This is an optimization exercise on Yosys and OpenROAD, whose aim is small area and a short achievable clock period, not a production implementation. No functional check of the RTL was part of any run shown here. Power figures rest on the tool's default switching activity, not on a simulated workload.

## flow/design.v (module list and top-level ports; edited modules follow where they fit)
// module fp32_mul: 2020 lines
// module fp32_mul_ones: 82 lines
// module fp32_mul_inc8: 6 lines
// module fp32_mul_fa: 10 lines
// module fp32_mul_bsel: 9 lines
// module fp32_mul_bneg: 7 lines
// module fp32_mul_ha: 9 lines
module fp32_mul(
    input wire clk,
    input wire [31:0] a,         
    input wire [31:0] b,         
    input wire [2:0] rm,         
    output reg [31:0] result,    
    output wire nv,              
    output wire of,              
    output wire uf,              
    output wire nx               
);
  // ...
==> flow/flow/run.sh <==
#!/bin/bash
# The standard layout (synthesis included, unchanged), with the input and
# output port buffers that buffer_ports inserts taken as sky130_fd_sc_hd__buf_2
# instead of the delay-cell buffer it picks on its own.
set -euo pipefail
export BUFFER_PORTS_ARGS="-buffer_cell sky130_fd_sc_hd__buf_2"
bash standard.sh > standard.log 2>&1
==> flow/standard.sh <==
#!/bin/bash
# synth_recipe.tcl (not shown) runs the flow's synth.tcl, then flattens the netlist and writes it again
# the make line also repeats each setting of config.mk as NAME=value (left out here)
make -C /OpenROAD-flow-scripts/flow DESIGN_CONFIG=/design/flow/config.mk WORK_HOME=/design/flow/orfs CLKGATE_MAP_FILE= SYNTH_SCRIPT=/design/flow/synth_recipe.tcl "${@:-finish}"
==> flow/config.mk <==
export PLATFORM = sky130hd
export DESIGN_NAME = fp32_mul
export DESIGN_NICKNAME = fp32_mul
export VERILOG_FILES = /design/flow/design.v
export SDC_FILE = /design/flow/constraint.sdc
export NUM_CORES = 4
export LEC_CHECK = 0
export CAP_MARGIN = 20
export CORE_MARGIN = 2
export CORE_UTILIZATION = 40
export SETUP_SLACK_MARGIN = 3.9
export SLEW_MARGIN = 20
export SYNTH_HIERARCHICAL = 1
==> flow/constraint.sdc <==
create_clock -name core_clock -period 8.2 [get_ports {clk}]
set_input_delay 1.6400 -clock core_clock [delete_from_list [all_inputs] [get_ports {clk}]]
set_output_delay 1.6400 -clock core_clock [all_outputs]
set_load 0.01 [all_outputs]
==> flow_metrics.tcl, run 1 <==
set metrics [dict create \
    multi_input_gates 2193 \
    wl_met1_um 37800 \
    sh_seq_area_pct 17.3 \
    hold_path_startpoint "s2_is_inf$_DFF_P_" \
    drc 0 \
    synth_top_cell_by_area "fa_1" \
    reg.largest.list "tc2: 32 flops, ts2: 32 flops" \
    skew_ns 0.0352 \
    synth_top_family_by_area "adder cells" \
    rows 92 \
    p_seq_mw 2.01 \
    flops_and_latches 246 \
    netlist_top_cells_count "xor2_1, a22o_1, fa_1" \
    power_frac_clock_pct 9.6 \
    postCtsSetupRepairBufs 27 \
    ctsResizeCount 78 \
    crit_path_cell_trace "nand4_4, or4_4, nor4_4, nand2_2, nand2_2, nor2_2, a21oi_4, buf_12, mux2i_1, o22ai_1, buf_2" \
    hold_depth 0 \
    r2r-start "ma[11]$_DFF_P_" \
    outcome "complete, no violations" \
    worstHoldPathType "reg -> reg" \
    hold-path-endpoint "s3_is_inf$_DFF_P_" \
    path_depth 11 \
    hold_violations 0 \
    crit_path_top_delay_cell "or4_4" \
    wire_per_inst_um 24.8 \
    cpPeakStageDelay_ns 0.54 \
    cts_sinks 246 \
]
==> run 2, diff against run 1 <==
--- a/flow/design.v
+++ b/flow/design.v
@@ -1988,17 +1988,19 @@
     wire inexact = s3_g | s3_rest;
     wire round_up = (s3_m_rne & s3_g & (s3_mant[0] | s3_rest)) |
                     (s3_m_rmm & s3_g) |
                     (s3_m_away & (s3_hi ? s3_g : inexact));
     wire [24:0] all_below;
     fp32_mul_ones u_ones (.m(s3_mant), .ab(all_below));
     wire [23:0] mant_inc = s3_mant ^ all_below[23:0];
     wire [24:0] rounded = round_up ? {all_below[24], mant_inc} : {1'b0, s3_mant};
-    wire round_carry = round_up & all_below[24];      
+    wire mant_ones;
+    fp32_mul_and24 u_and24 (.m(s3_mant), .y(mant_ones));
+    wire round_carry = round_up & mant_ones;      
     wire carry = s3_hi | round_carry;
     wire special = s3_is_nan | s3_is_inf | s3_is_zero;
     wire of_to_max = ~(s3_m_rne | s3_m_rmm | s3_m_away);
     wire ovf_early = ~s3_exp_le0 & (s3_exp_ge255 | (s3_exp_eq254 & s3_hi));
     wire ovf_late = ~s3_exp_le0 & s3_exp_eq254 & ~s3_hi & round_carry;
     wire ovf = ovf_early | ovf_late;
     wire fixed = special | ovf_early;
     wire [7:0] fixed_exp = s3_is_zero & ~s3_is_nan & ~s3_is_inf ? 8'h00 :
@@ -2102,16 +2104,49 @@
     assign ab[24] = p51;
 endmodule
 module fp32_mul_inc8(
     input wire [7:0] x,
     output wire [7:0] y
 );
     assign y = x + 8'd1;
 endmodule
+module fp32_mul_and24(
+    input wire [23:0] m,
+    output wire y
+);
+    wire [5:0] n4;
+    wire [1:0] o3;
+    genvar gq;
+    generate
+        for (gq = 0; gq < 6; gq = gq + 1) begin : g_q
+            fp32_mul_nand4 u_n4 (.a(m[4*gq]), .b(m[4*gq+1]), .c(m[4*gq+2]), .d(m[4*gq+3]), .y(n4[gq]));
+        end
+    endgenerate
+    fp32_mul_nor3 u_o0 (.a(n4[0]), .b(n4[1]), .c(n4[2]), .y(o3[0]));
+    fp32_mul_nor3 u_o1 (.a(n4[3]), .b(n4[4]), .c(n4[5]), .y(o3[1]));
+    assign y = o3[0] & o3[1];
+endmodule
+module fp32_mul_nand4(
+    input wire a,
+    input wire b,
+    input wire c,
+    input wire d,
+    output wire y
+);
+    assign y = ~(a & b & c & d);
+endmodule
+module fp32_mul_nor3(
+    input wire a,
+    input wire b,
+    input wire c,
+    output wire y
+);
+    assign y = ~(a | b | c);
+endmodule
 `default_nettype wire
 module fp32_mul_fa(
     input wire x,
     input wire y,
     input wire z,
     output wire s,
     output wire c
 );
==> flow/run.sh (new file) <==
#!/bin/bash
# synth_recipe.tcl (not shown) runs the flow's synth.tcl, then flattens the netlist and writes it again
# the make line also repeats each setting of config.mk as NAME=value (left out here)
make -C /OpenROAD-flow-scripts/flow DESIGN_CONFIG=/design/flow/config.mk WORK_HOME=/design/flow/orfs CLKGATE_MAP_FILE= SYNTH_SCRIPT=/design/flow/synth_recipe.tcl finish
removed: flow/flow/run.sh
removed: flow/standard.sh
==> flow_metrics.tcl, run 2 <==
set metrics [dict create \
    cts_root_buffer "clkbuf_16" \
    via_per_inst 6.00 \
    gp_congestion 0.952 \
    synth_warnings 10 \
    drt-initial-drc-count 1973 \
    grt_use_total_pct 25.7 \
    final_cell_mix "xor2_1, a22o_1, fa_1" \
    rows 92 \
    grt_pass1_vias 22300 \
    core_region_area_sq_um 62900 \
    hpwl_um 59900 \
    crit_path_top_delay_cell "or4_4" \
    drv_slew 0 \
    fillCellCount 5907 \
    outcome "complete, no violations" \
    antenna_found_initial 0 \
    ctsHoldBuffers 0 \
    crit_type "reg -> out" \
    die_h_um 256 \
    required_ns 6.56 \
    worst_pin_slew_ns 0.833 \
    irDropWorstVdd_v 0.000304 \
    crit_path_cell_trace "nand4_4, or4_4, nor2_4, nand2_2, xor2_2, a21oi_4, buf_12, mux2i_2, o21ai_1, buf_2" \
    hold_path_startpoint "s2_m_rmm$_DFF_P_" \
    cts_tree "done" \
    r2r-start "bone[5]$_DFF_P_" \
    portBuffers 103 \
    grt_pass1_wl_um 132000 \
    nets 3172 \
    reg.largest.list "tc2: 32 flops, ts2: 32 flops" \
    netlist_area_sq_um 25300 \
    setup_viol 0 \
    synthCells 2544 \
    critPathLaunch "s3_mant[20]$_DFF_P_" \
    final.setup.tns_ns 0 \
    cp_max_fo 8 \
    vias 21500 \
    skew_ns 0.0314 \
    layout_worst_path_cycle_share_pct 53.6 \
    rsz0062_at_grt "yes" \
    layout-drive-gt1-share_pct 12.4 \
    wire_per_inst_um 24.2 \
    dieArea_sq_um 65400 \
    dpl.cell_count 3495 \
    top_level_ports 104 \
    hold_violations 0 \
    p_leak_nw 12.5 \
    antenna_cells 0 \
    path_buf_inv 2 \
    cp-end-kind "primary output" \
    min_period_ns 4.40 \
    grt_overflow 0 \
    worstSkewPairLatency_ns 0.59 \
    maxSlewHeadroom_pct 44.3 \
    drtPass1Iterations 6 \
    cp_data_arrival_time_ns 2.76 \
    critPathLaunchType "register" \
    die_w_um 256 \
    drc 0 \
    cpPeakStageDelay_ns 0.53 \
    avgSynthCellArea_sq_um 9.96 \
    worstHoldPathType "reg -> reg" \
    htreeDepth 1 \
    layout_commonest_cell "xor2_1" \
    p_per_area_nw_per_um2 445 \
    max_freq_mhz 227 \
    grt_max_degree 52 \
    cts_sinks 246 \
    area_growth_syn_to_layout_pct 17.3 \
    initial_core_util_pct 40.3 \
    cts_buffers 28 \
    max-cap-violations 0 \
    drt.antenna.violating_nets 0 \
    path_clk_slew_ns 0.06 \
    cp_top_family "simple AND/OR/NAND/NOR gates" \
    clockBufferDepth 3 \
    wl_um 86700 \
    fin_cells 3583 \
]
-- run 2: cell types whose count changed in the layout (fill, tap and decap cells not counted), sizes merged, moves of 8 or more --
cell           delta
buf             -112
clkdlybuf4s50    +70
nor2             -35
dlymetal6s2s     +16
o21a             -12
nand3            -10
nand4             +9
and2              -8
dlygate4sd2       +8
mux2              +8
nor2b             -8
-- run 2: area by class of cell --
class                      count  area [sq um]  area share, %
inverter                      92           350           1.18
sequential                   246          5050           17.0
timing repair buffer         215          2250           7.58
multi-input combinational   2135         20100           67.5
clock inverter                11           151          0.509
clock buffer                  38           798           2.69
tap                          846          1060           3.56
-- run 2: metrics by stage --
| step | area (sq um) | setup slack [ns] | total power, mW | utilization (%) | hold slack, ns |
|---|---|---|---|---|---|
| 3_5_place_dp | 27600 | 3.18 | 11.3 | 43.9 | 0.313 |
| 2_1_floorplan | 25400 | 3.82 | 8.10 | - | 0.310 |
| 3_3_place_gp | 27600 | 3.26 | 11.1 | 43.9 | 0.311 |
| 6_report | 29700 | 3.80 | 13.2 | 47.3 | 0.325 |
| 4_1_cts | 28900 | 3.73 | 12.8 | 46.0 | 0.328 |
| 5_1_grt | 29700 | 3.68 | 14.3 | 47.3 | 0.329 |
-- run 2: final timing paths --
| check | slack (ns) | end | cells after the start |
|---|---|---|---|
| setup / recovery | 3.80 | result[28] | 10 |
| hold / removal | 0.32 | s3_m_rmm$_DFF_P_ | 0 |
| setup reg to reg | 3.93 | tc2[24]$_DFF_P_ | 9 |
| hold reg to reg | 0.32 | s3_m_rmm$_DFF_P_ | 0 |
-- run 2: timing repair --
item	4_1_cts	5_1_grt
setup buffers	15	19
setup endpoints to repair	80	68
cloned	2	3
gates resized for setup	131	153
pin swaps	9	23
-- run 2: routing by layer --
layer | part of all wire [%] | wire [um] | vias to the layer above | track usage [%]
met5 | 0 | 0 | - | 0
met4 | 4.0 | 3440 | 0 | 9.76
met3 | 8.8 | 7600 | 204 | 4.77
met2 | 46 | 39500 | 1123 | 40.8
met1 | 42 | 36200 | 10600 | 34.8
li1 | - | - | 9565 | -
-- run 2: where the power goes --
part           internal, mW  total, mW  switching [mW]
clock                 0.750       1.29           0.536
sequential             1.71       1.96           0.249
combinational          4.24       9.99            5.75
total                  6.70       13.2            6.53

[static timing again, ports no longer ideal]
No port has a modelled driver above. Below, the same layouts with a new extraction and two added sets of constraints. Step 1 sets driving cells, clkbuf_16 on the clock port and buf_2 on the other inputs (assumed; they add their load-dependent delay and slew). Step 2 also shifts input and output timing later by t, the mid clock arrival at the registers, as if the neighbouring blocks saw the same clock. Slacks: no drivers / after step 1 / after step 2; pairs: no drivers / after step 1.
run	t, ns	setup slack, ns	latest minus earliest clock arrival (ns)	worst data-port slew with drivers (ns)
run 1	0.627	3.706 / 3.647 / 3.494	0.036 / 0.035	0.05
run 2	0.633	3.802 / 3.742 / 3.482	0.035 / 0.035	0.06
After both steps every run listed still meets setup and hold. The setup slack of run 2, which loses most, moves by -0.060 ns with the drivers and by -0.320 ns with both steps.
